What follows belongs to an exercise in optimizing a design on an open flow for small area; a production flow would make more cautious choices.
Where RTL was checked, it was by simulation tests only, not by an equivalence proof against the original.
No activity file was given, so power comes from the tool's default toggle rates.

==> flow/design.v (excerpt) <==
module lcd_axi (
        input  logic        clk,
        input  logic        rst_n,
        input  logic [3:0]   s_arid,
        input  logic [31:0] s_araddr,
        input  logic         s_arvalid,
        output logic         s_arready,
        output logic [3:0]   s_rid,
        output logic [31:0]  s_rdata,
        output logic [1:0] s_rresp,
        output logic         s_rlast,
        output logic         s_rvalid,
        input  logic         s_rready,
        input  logic [31:0] s_awaddr,
        input  logic         s_awvalid,
        output logic         s_awready,
        input  logic [31:0]  s_wdata,
        input  logic [3:0]   s_wstrb,
        input  logic         s_wlast,
        input  logic         s_wvalid,
        output logic         s_wready,
        output logic [3:0]   s_bid,
        output logic [1:0] s_bresp,
        output logic         s_bvalid,
        input  logic         s_bready,
        input  logic         cpu_work,
        input  logic         cpu_draw,
        input  logic [31:0]  touch_reg,
        output logic         lcd_rst,
        output logic         lcd_cs,
        output logic         lcd_rs,
        output logic         lcd_wr,
        output logic         lcd_rd,
        output logic [15:0]  lcd_data_o,
        output logic         lcd_data_oe,
        output logic         lcd_bl_ctr
    );
    function automatic logic [31:0] inc32(input logic [31:0] a, input logic cin);
        logic c;
        c = cin;
        for (integer i = 0; i < 32; i++) begin
            inc32[i] = a[i] ^ c;
            c = c & a[i];
        end
    endfunction
    function automatic logic [18:0] inc19(input logic [18:0] a, input logic cin);
        logic c;
        c = cin;
        for (integer i = 0; i < 19; i++) begin
  ...
Settings: LEC_CHECK=0, CAP_MARGIN=20, CORE_MARGIN=2, CORE_UTILIZATION=60, SLEW_MARGIN=20, SYNTH_MEMORY_MAX_BITS=32768; clock period 8.0 ns.
run.sh (not shown) runs the stock make flow with config.mk's settings and CLKGATE_MAP_FILE= SYNTH_SCRIPT=/design/flow/synth_recipe.tcl, a recipe that flattens the netlist after the stock synthesis.
The first run finished with timing, DRC and antenna clean.
Next try:
--- a/flow/config.mk
+++ b/flow/config.mk
@@ -10,0 +11,2 @@
+export CTS_BUF_LIST = sky130_fd_sc_hd__clkbuf_4
+export CTS_CLUSTER_SIZE = 30
Effect: The new run ran to the end with no violations. Combinational power is about the same. Routed wire length hardly moves. Cell count grows by 4.8%. Count of clock-buffer cells in the layout rises by 78. Power is lower by 1.1%. Area after synthesis does not change. Synthesized cell count stays the same. Sequential power is about the same. Setup slack gains 85 ps. Via count went up by 3.1%. Die area stays the same.
Function was not checked in any run of this note: the RTL went through the layout flow alone.

========
lcd_axi, a different RTL version from the one above (not shown whole).
Size in the first run: about 1300 cells after synthesis, ~14000 um^2 of cells after synthesis.
clock: 8.0 ns
lec_check: 0
cap_margin: 20
core_margin: 2
core_utilization: 70
cts_buf_list: sky130_fd_sc_hd__clkbuf_16
cts_cluster_diameter: 80
cts_cluster_size: 30
slew_margin: 20
synth_memory_max_bits: 32768
standard.sh (not shown) runs the stock make flow with config.mk's settings and CLKGATE_MAP_FILE= SYNTH_SCRIPT=/design/flow/synth_recipe.tcl, a recipe that flattens the netlist after the stock synthesis.
==> flow/flow/run.sh <==
#!/bin/bash
# The standard layout (standard.sh, unchanged synthesis and steps), with
# one change: the port buffers that global placement inserts on every input
# and output are made from the smallest buffer cell (buf_1) instead of the
# cell buffer_ports picks by default.
export BUFFER_PORTS_ARGS="-buffer_cell sky130_fd_sc_hd__buf_1"
bash standard.sh > standard_flow.log 2>&1
status=$?
# keep each tool's full output next to the flow log
cp -r orfs/logs ./tool_logs 2>/dev/null
exit $status
Next try:
--- a/flow/config.mk
+++ b/flow/config.mk
@@ -8,5 +8,5 @@
 export CAP_MARGIN = 20
 export CORE_MARGIN = 2
-export CORE_UTILIZATION = 70
+export CORE_UTILIZATION = 60
 export CTS_BUF_LIST = sky130_fd_sc_hd__clkbuf_16
 export CTS_CLUSTER_DIAMETER = 80
What happened: Cell count rose by 2.8%; worst setup slack gains 0.042 ns; via count decreases by 2.4%; count of clock-buffer cells in the layout is unchanged; die area goes up by 16%; synthesized cell count does not change; sequential share of layout area shrinks by 0.25 points; fmax rises by 0.56%; final area goes up by 0.52%; wire length fell by 2.0%; non-clock buffer count rises by 2.
No run of this note included a check of the RTL's function; only the layout flow was run.

========
Setup of try-indigo:
Another version of the RTL of lcd_axi (not shown whole).
For scale: roughly 1300 cells after synthesis, roughly 320 flip-flops, ~14000 sq um of cells after synthesis.
==> flow/config.mk <==
export PLATFORM = sky130hd
export DESIGN_NAME = lcd_axi
export DESIGN_NICKNAME = lcd_axi
export VERILOG_FILES = /design/flow/design.v
export SDC_FILE = /design/flow/constraint.sdc
export NUM_CORES = 4
export LEC_CHECK = 0
export CAP_MARGIN = 20
export CORE_MARGIN = 2
export CORE_UTILIZATION = 60
export SLEW_MARGIN = 20
export SYNTH_MEMORY_MAX_BITS = 32768
==> flow/constraint.sdc <==
create_clock -name core_clock -period 8.0 [get_ports {clk}]
set_input_delay 1.6000 -clock core_clock [delete_from_list [all_inputs] [get_ports {clk}]]
set_output_delay 1.6000 -clock core_clock [all_outputs]
set_load 0.01 [all_outputs]
Scripts as last shown in full above: flow/flow/run.sh
try-indigo went all the way through synthesis, placement and routing and the layout is clean on timing, DRC and antenna.
[inputs] try-ember vs try-indigo
- CTS_CLUSTER_DIAMETER newly set to 60
- CTS_CLUSTER_SIZE newly set to 20
- CTS_BUF_LIST newly set to sky130_fd_sc_hd__clkbuf_8
==> comparison <==
Across both runs, cell area was lower for try-ember than for try-indigo. Compared with try-indigo, try-ember shows total routing resource utilization after global routing lower by 0.53 points. Kind of critical path = in2reg: try-indigo; kind of critical path = reg2reg: try-ember. In the tables for try-indigo and try-ember, total routed wirelength reads lower with try-ember.

what the ideal ports hide:
In the flow no input, the clock included, has a driving cell. The finished layouts below were timed again as built, in two steps. Step 1, drivers: a clkbuf_16 drives clk and a buf_2 each remaining input, both assumed. Step 2 also shifts input and output timing later by t, the mid clock arrival at the registers, as if the neighbouring blocks saw the same clock. a / b / c = ideal / step 1 / step 2; a / b = the first two.
run	t (ns)	setup slack, ns	worst hold slack (ns)	worst slew at a driven data input, ns
the first run of note 1	0.610	0.086 / 0.102 / -0.508	0.416 / 0.416 / 0.416	0.06
the second run of note 1	0.746	0.171 / 0.185 / -0.561	0.406 / 0.406 / 0.406	0.07
the first run of note 2	0.536	0.417 / 0.418 / -0.119	0.413 / 0.413 / 0.413	0.09
the second run of note 2	0.550	0.459 / 0.486 / -0.064	0.413 / 0.413 / 0.413	0.07
try-indigo	0.611	0.507 / 0.523 / -0.088	0.414 / 0.414 / 0.414	0.07
try-ember	0.627	0.549 / 0.549 / -0.048	0.409 / 0.409 / 0.409	0.07
Met with ideal ports but missed after step 2: setup timing in every run listed. For the second run of note 1, which loses most, drivers alone change the setup slack by +0.014 ns; drivers and shift together by -0.732 ns.
